Context: an optimization exercise on an open-source flow, tuned for small area, a short achievable clock period and few clock cycles. The choices shown serve that exercise and are no tape-out recipe. In this exercise RTL edits were held to simulation tests only and were not proved equivalent to the original. Power is estimated from default activity; no workload was simulated.

Setup of v6:
==> flow/design.v (excerpt) <==
module mips_core (
    input clk,                      
    input reset,                    
    output [29:0] imem_addr,
    input  [31:0] imem_rdata,
    output        dmem_re,          
    output        dmem_we,          
    output [29:0] dmem_addr,        
    output [31:0] dmem_wdata,
    output [3:0]  dmem_be,          
    input  [31:0] dmem_rdata,       
    input         dmem_stall        
);
Size: ~7,400 cells after synthesis, ~170 I/O pins, ~77,000 um2 of cells after synthesis.
Settings: LEC_CHECK=0, ABC_CLOCK_PERIOD_IN_PS=3000, CAP_MARGIN=20, CORE_MARGIN=2, CORE_UTILIZATION=30, PLACE_DENSITY=0.5, SETUP_SLACK_MARGIN=5, SLEW_MARGIN=20; clock period 10.0 ns.
run.sh (not shown) runs the stock make flow with config.mk's settings and CLKGATE_MAP_FILE= SYNTH_SCRIPT=/design/flow/synth_recipe.tcl, a recipe that flattens the netlist after the stock synthesis.
Testbench counts of v6, summed over its fixed seeds: cycles 74,029.
Here is what was changed in the inputs of v7 compared with v6.
-- flow/design.v --
<<< v6, line 31
reg  [31:0] d_ins;       
reg  [31:0] d_pc4;
reg         d_pt;        
reg         d_v;         
reg  [31:1] d_rs_oh;     
reg  [31:1] d_rt_oh;
>>> v7, line 31
reg  [31:0] d_ins;       
reg  [31:0] d_pc4;
reg  [31:1] d_rs_oh;     
reg  [31:1] d_rt_oh;
<<< v6, line 124
            (fop == 6'h07) | (fop == 6'h14);
wire [31:0] f_jt = {pc[31:28], imem_rdata[25:0], 2'b00};
wire f_pt = f_br & ((fop == 6'h05) | (fop == 6'h07) | ((fop == 6'h01) & imem_rdata[16]) | imem_rdata[15]);
wire [31:0] f_bt = pc4 + {{14{imem_rdata[15]}}, imem_rdata[15:0], 2'b00};
wire [31:1] f_rs_oh, f_rt_oh;
generate
>>> v7, line 122
            (fop == 6'h07) | (fop == 6'h14);
wire [31:0] f_jt = {pc[31:28], imem_rdata[25:0], 2'b00};
wire [31:1] f_rs_oh, f_rt_oh;
generate
<<< v6, line 294
wire mem_ld_rs = m_we & m_load & (m_rd == rs);
wire mem_ld_rt = m_we & m_load & (m_rd == rt);
wire hz_load = d_v & e_load & ((i_use_rs & ex_rs) | (i_use_rt & ex_rt));
wire hz_br   = d_v & (i_br | i_jr) & ((i_use_rs & (ex_rs | mem_ld_rs)) | (i_use_rt & (ex_rt | mem_ld_rt)));
wire hz = hz_load | hz_br;
wire redirect = d_v & ~hz & (i_jr | (i_br & (br_taken != d_pt)));
wire [31:0] target = i_jr ? b_rs : d_pt ? d_pc4 + 32'd4 : br_target;
wire fa = e_we & ~e_load & (e_rd == rs) & i_use_rs & ~i_jal & ~i_zero;
wire fb = e_we & ~e_load & (e_rd == rt) & i_use_rt & ~i_zero;
>>> v7, line 290
wire mem_ld_rs = m_we & m_load & (m_rd == rs);
wire mem_ld_rt = m_we & m_load & (m_rd == rt);
wire hz_load = e_load & ((i_use_rs & ex_rs) | (i_use_rt & ex_rt));
wire hz_br   = (i_br | i_jr) & ((i_use_rs & (ex_rs | mem_ld_rs)) | (i_use_rt & (ex_rt | mem_ld_rt)));
wire hz = hz_load | hz_br;
wire redirect = ~hz & (i_jr | (i_br & br_taken));
wire [31:0] target = i_jr ? b_rs : br_target;
wire fa = e_we & ~e_load & (e_rd == rs) & i_use_rs & ~i_jal & ~i_zero;
wire fb = e_we & ~e_load & (e_rd == rt) & i_use_rt & ~i_zero;
<<< v6, line 373
    else if (~stall) begin
        if (redirect) pc <= target;
        else if (~hz) pc <= f_j ? f_jt : f_pt ? f_bt : f_br ? pc8 : pc4;
    end
end
always @(posedge clk) begin
    if (reset) d_v <= 1'b0;
    else if (~stall) begin
        if (redirect) d_v <= 1'b0;
        else if (~hz) d_v <= 1'b1;
    end
end
always @(posedge clk) begin
    if (~stall & ~hz) begin
        d_ins <= imem_rdata; d_rs_oh <= f_rs_oh; d_rt_oh <= f_rt_oh; d_pt <= f_pt;
    end
end
>>> v7, line 369
    else if (~stall) begin
        if (redirect) pc <= target;
        else if (~hz) pc <= f_j ? f_jt : f_br ? pc8 : pc4;
    end
end
always @(posedge clk) begin
    if (reset) begin
        d_ins <= 32'd0; d_rs_oh <= 31'd0; d_rt_oh <= 31'd0;
    end
    else if (~stall) begin
        if (redirect) begin
            d_ins <= 32'd0; d_rs_oh <= 31'd0; d_rt_oh <= 31'd0;
        end
        else if (~hz) begin
            d_ins <= imem_rdata; d_rs_oh <= f_rs_oh; d_rt_oh <= f_rt_oh;
        end
    end
end
<<< v6, line 397
    end
    else if (~stall) begin
        e_we    <= d_v & i_wr & ~hz;
        e_load  <= d_v & i_load & ~hz;
        e_store <= d_v & i_store & ~hz;
        e_fa    <= fa;
        e_fb    <= fb;
>>> v7, line 394
    end
    else if (~stall) begin
        e_we    <= i_wr & ~hz;
        e_load  <= i_load & ~hz;
        e_store <= i_store & ~hz;
        e_fa    <= fa;
        e_fb    <= fb;
--- outcome ---
Compared to v6, v7 has maximum ir drop on the vdd rail 2.8% higher.
Comparing v7 and v6, the higher number of inserted filler cells in the final layout is on v7.
Final critical-path share of the clock period, v7 and v6: smaller value in v7
Changes observed in v7 relative to v6: initial antenna violation count fell by 35, total of clock buffers placed in the layout rose by about 1%, synthesized cell count rose by 9.9%.
Testbench counts of v7, summed over its fixed seeds: cycles 76,420.


10-01:
mips_core, a different RTL version from the one above (not shown whole).
For scale: ~7,400 cells after synthesis, about 0.077 mm^2 of cells after synthesis.
// mips_core
module mips_core (
    input clk,                      
    input reset,                    
    output [29:0] imem_addr,
    input  [31:0] imem_rdata,
    output        dmem_re,          
    output        dmem_we,          
    output [29:0] dmem_addr,        
    output [31:0] dmem_wdata,
    output [3:0]  dmem_be,          
    input  [31:0] dmem_rdata,       
    input         dmem_stall        
);
make LEC_CHECK=0 ABC_CLOCK_PERIOD_IN_PS=3000 CAP_MARGIN=20 CORE_MARGIN=2 CORE_UTILIZATION=30 PLACE_DENSITY=0.5 SETUP_SLACK_MARGIN=5 SLEW_MARGIN=20 finish   # period 10.0 ns
10-01 completed every stage of the flow, and the final layout passed the timing, DRC and antenna checks.
Testbench counts of 10-01, summed over its fixed seeds: cycles 74,029.
diff inputs: 10-01 => 08-05
-- flow/design.v --
<<< 10-01, line 31
reg  [31:0] d_ins;       
reg  [31:0] d_pc4;
reg         d_pt;        
reg  [31:1] d_rs_oh;     
reg  [31:1] d_rt_oh;
>>> 08-05, line 31
reg  [31:0] d_ins;       
reg  [31:0] d_pc4;
reg         d_v;         
reg  [31:1] d_rs_oh;     
reg  [31:1] d_rt_oh;
<<< 10-01, line 123
            (fop == 6'h07) | (fop == 6'h14);
wire [31:0] f_jt = {pc[31:28], imem_rdata[25:0], 2'b00};
wire f_pt = f_br & ((fop == 6'h05) | (fop == 6'h07) | ((fop == 6'h01) & imem_rdata[16]) | imem_rdata[15]);
wire [31:0] f_bt = pc4 + {{14{imem_rdata[15]}}, imem_rdata[15:0], 2'b00};
wire [31:1] f_rs_oh, f_rt_oh;
generate
>>> 08-05, line 123
            (fop == 6'h07) | (fop == 6'h14);
wire [31:0] f_jt = {pc[31:28], imem_rdata[25:0], 2'b00};
wire [31:1] f_rs_oh, f_rt_oh;
generate
<<< 10-01, line 293
wire mem_ld_rs = m_we & m_load & (m_rd == rs);
wire mem_ld_rt = m_we & m_load & (m_rd == rt);
wire hz_load = e_load & ((i_use_rs & ex_rs) | (i_use_rt & ex_rt));
wire hz_br   = (i_br | i_jr) & ((i_use_rs & (ex_rs | mem_ld_rs)) | (i_use_rt & (ex_rt | mem_ld_rt)));
wire hz = hz_load | hz_br;
wire redirect = ~hz & (i_jr | (i_br & (br_taken != d_pt)));
wire [31:0] target = i_jr ? b_rs : d_pt ? d_pc4 + 32'd4 : br_target;
wire fa = e_we & ~e_load & (e_rd == rs) & i_use_rs & ~i_jal & ~i_zero;
wire fb = e_we & ~e_load & (e_rd == rt) & i_use_rt & ~i_zero;
>>> 08-05, line 291
wire mem_ld_rs = m_we & m_load & (m_rd == rs);
wire mem_ld_rt = m_we & m_load & (m_rd == rt);
wire hz_load = d_v & e_load & ((i_use_rs & ex_rs) | (i_use_rt & ex_rt));
wire hz_br   = d_v & (i_br | i_jr) & ((i_use_rs & (ex_rs | mem_ld_rs)) | (i_use_rt & (ex_rt | mem_ld_rt)));
wire hz = hz_load | hz_br;
wire redirect = d_v & ~hz & (i_jr | (i_br & br_taken));
wire [31:0] target = i_jr ? b_rs : br_target;
wire fa = e_we & ~e_load & (e_rd == rs) & i_use_rs & ~i_jal & ~i_zero;
wire fb = e_we & ~e_load & (e_rd == rt) & i_use_rt & ~i_zero;
<<< 10-01, line 372
    else if (~stall) begin
        if (redirect) pc <= target;
        else if (~hz) pc <= f_j ? f_jt : f_pt ? f_bt : f_br ? pc8 : pc4;
    end
end
always @(posedge clk) begin
    if (reset) begin
        d_ins <= 32'd0; d_rs_oh <= 31'd0; d_rt_oh <= 31'd0;
    end
    else if (~stall) begin
        if (redirect) begin
            d_ins <= 32'd0; d_rs_oh <= 31'd0; d_rt_oh <= 31'd0;
        end
        else if (~hz) begin
            d_ins <= imem_rdata; d_rs_oh <= f_rs_oh; d_rt_oh <= f_rt_oh;
        end
    end
end
always @(posedge clk) begin
    if (~stall & ~hz) d_pc4 <= pc4;
end
always @(posedge clk) begin
    if (reset) d_pt <= 1'b0;
    else if (~stall) begin
        if (redirect) d_pt <= 1'b0;
        else if (~hz) d_pt <= f_pt;
    end
end
always @(posedge clk) begin
>>> 08-05, line 370
    else if (~stall) begin
        if (redirect) pc <= target;
        else if (~hz) pc <= f_j ? f_jt : f_br ? pc8 : pc4;
    end
end
always @(posedge clk) begin
    if (reset) d_v <= 1'b0;
    else if (~stall) begin
        if (redirect) d_v <= 1'b0;
        else if (~hz) d_v <= 1'b1;
    end
end
always @(posedge clk) begin
    if (~stall & ~hz) begin
        d_ins <= imem_rdata; d_rs_oh <= f_rs_oh; d_rt_oh <= f_rt_oh;
    end
end
always @(posedge clk) begin
    if (~stall & ~hz) d_pc4 <= pc4;
end
always @(posedge clk) begin
<<< 10-01, line 404
    end
    else if (~stall) begin
        e_we    <= i_wr & ~hz;
        e_load  <= i_load & ~hz;
        e_store <= i_store & ~hz;
        e_fa    <= fa;
        e_fb    <= fb;
>>> 08-05, line 394
    end
    else if (~stall) begin
        e_we    <= d_v & i_wr & ~hz;
        e_load  <= d_v & i_load & ~hz;
        e_store <= d_v & i_store & ~hz;
        e_fa    <= fa;
        e_fb    <= fb;
## What came out
Worst-margin pin slew for 08-05 is lower than for 10-01. 08-05 against 10-01: power per cell area rose by about 1.2%, footprint of the multi-input gates fell about 4.6%, total power decreased about 4%. Compared with 10-01, 08-05 ends up with less cell area. Delta(via count, 08-05 - 10-01) < 0. On wire length of the first global-routing pass: 08-05 sits below 10-01. From 08-05 to 10-01, total number of clock tree sinks did not move at all. Critical path depth: 08-05 < 10-01. Row number of filler cells placed in the layout: 08-05 higher / 10-01 lower. 08-05 vs 10-01: clock network area share up in 08-05.
Testbench counts of 08-05, summed over its fixed seeds: cycles 76,420.

separate check: timing with driven ports:
How much do the figures lean on ideal ports? The routed layouts below were timed once more, with nothing changed but the port constraints. Step 1 (the two cells are an assumption about what drives the block):
set clk [get_ports {clk}]
set_driving_cell -lib_cell sky130_fd_sc_hd__clkbuf_16 $clk
set_driving_cell -lib_cell sky130_fd_sc_hd__buf_2 [delete_from_list [all_inputs] $clk]
Step 2 times the ports against the registers' clock, not the clock port: input delays grow and output delays shrink by t, the midpoint of the rising clock arrivals with the driver on. a / b / c = no drivers / after step 1 / after step 2; a / b = the first two.
run | t, ns | slack for setup (ns) | worst hold slack (ns) | pins driven straight from the clock port
v6 | 0.946 | 4.321 / 4.321 / 3.864 | 0.492 / 0.492 / 0.492 | 1
v7 | 0.987 | 4.813 / 4.813 / 4.011 | 0.412 / 0.412 / 0.412 | 1
10-01 | 0.948 | 4.584 / 4.584 / 4.061 | 0.451 / 0.451 / 0.451 | 1
08-05 | 0.940 | 4.867 / 4.867 / 4.125 | 0.449 / 0.449 / 0.449 | 1
After both steps every run listed still meets setup and hold. For v7, which loses most, drivers alone change the setup slack by 0.000 ns; drivers and shift together by -0.802 ns.
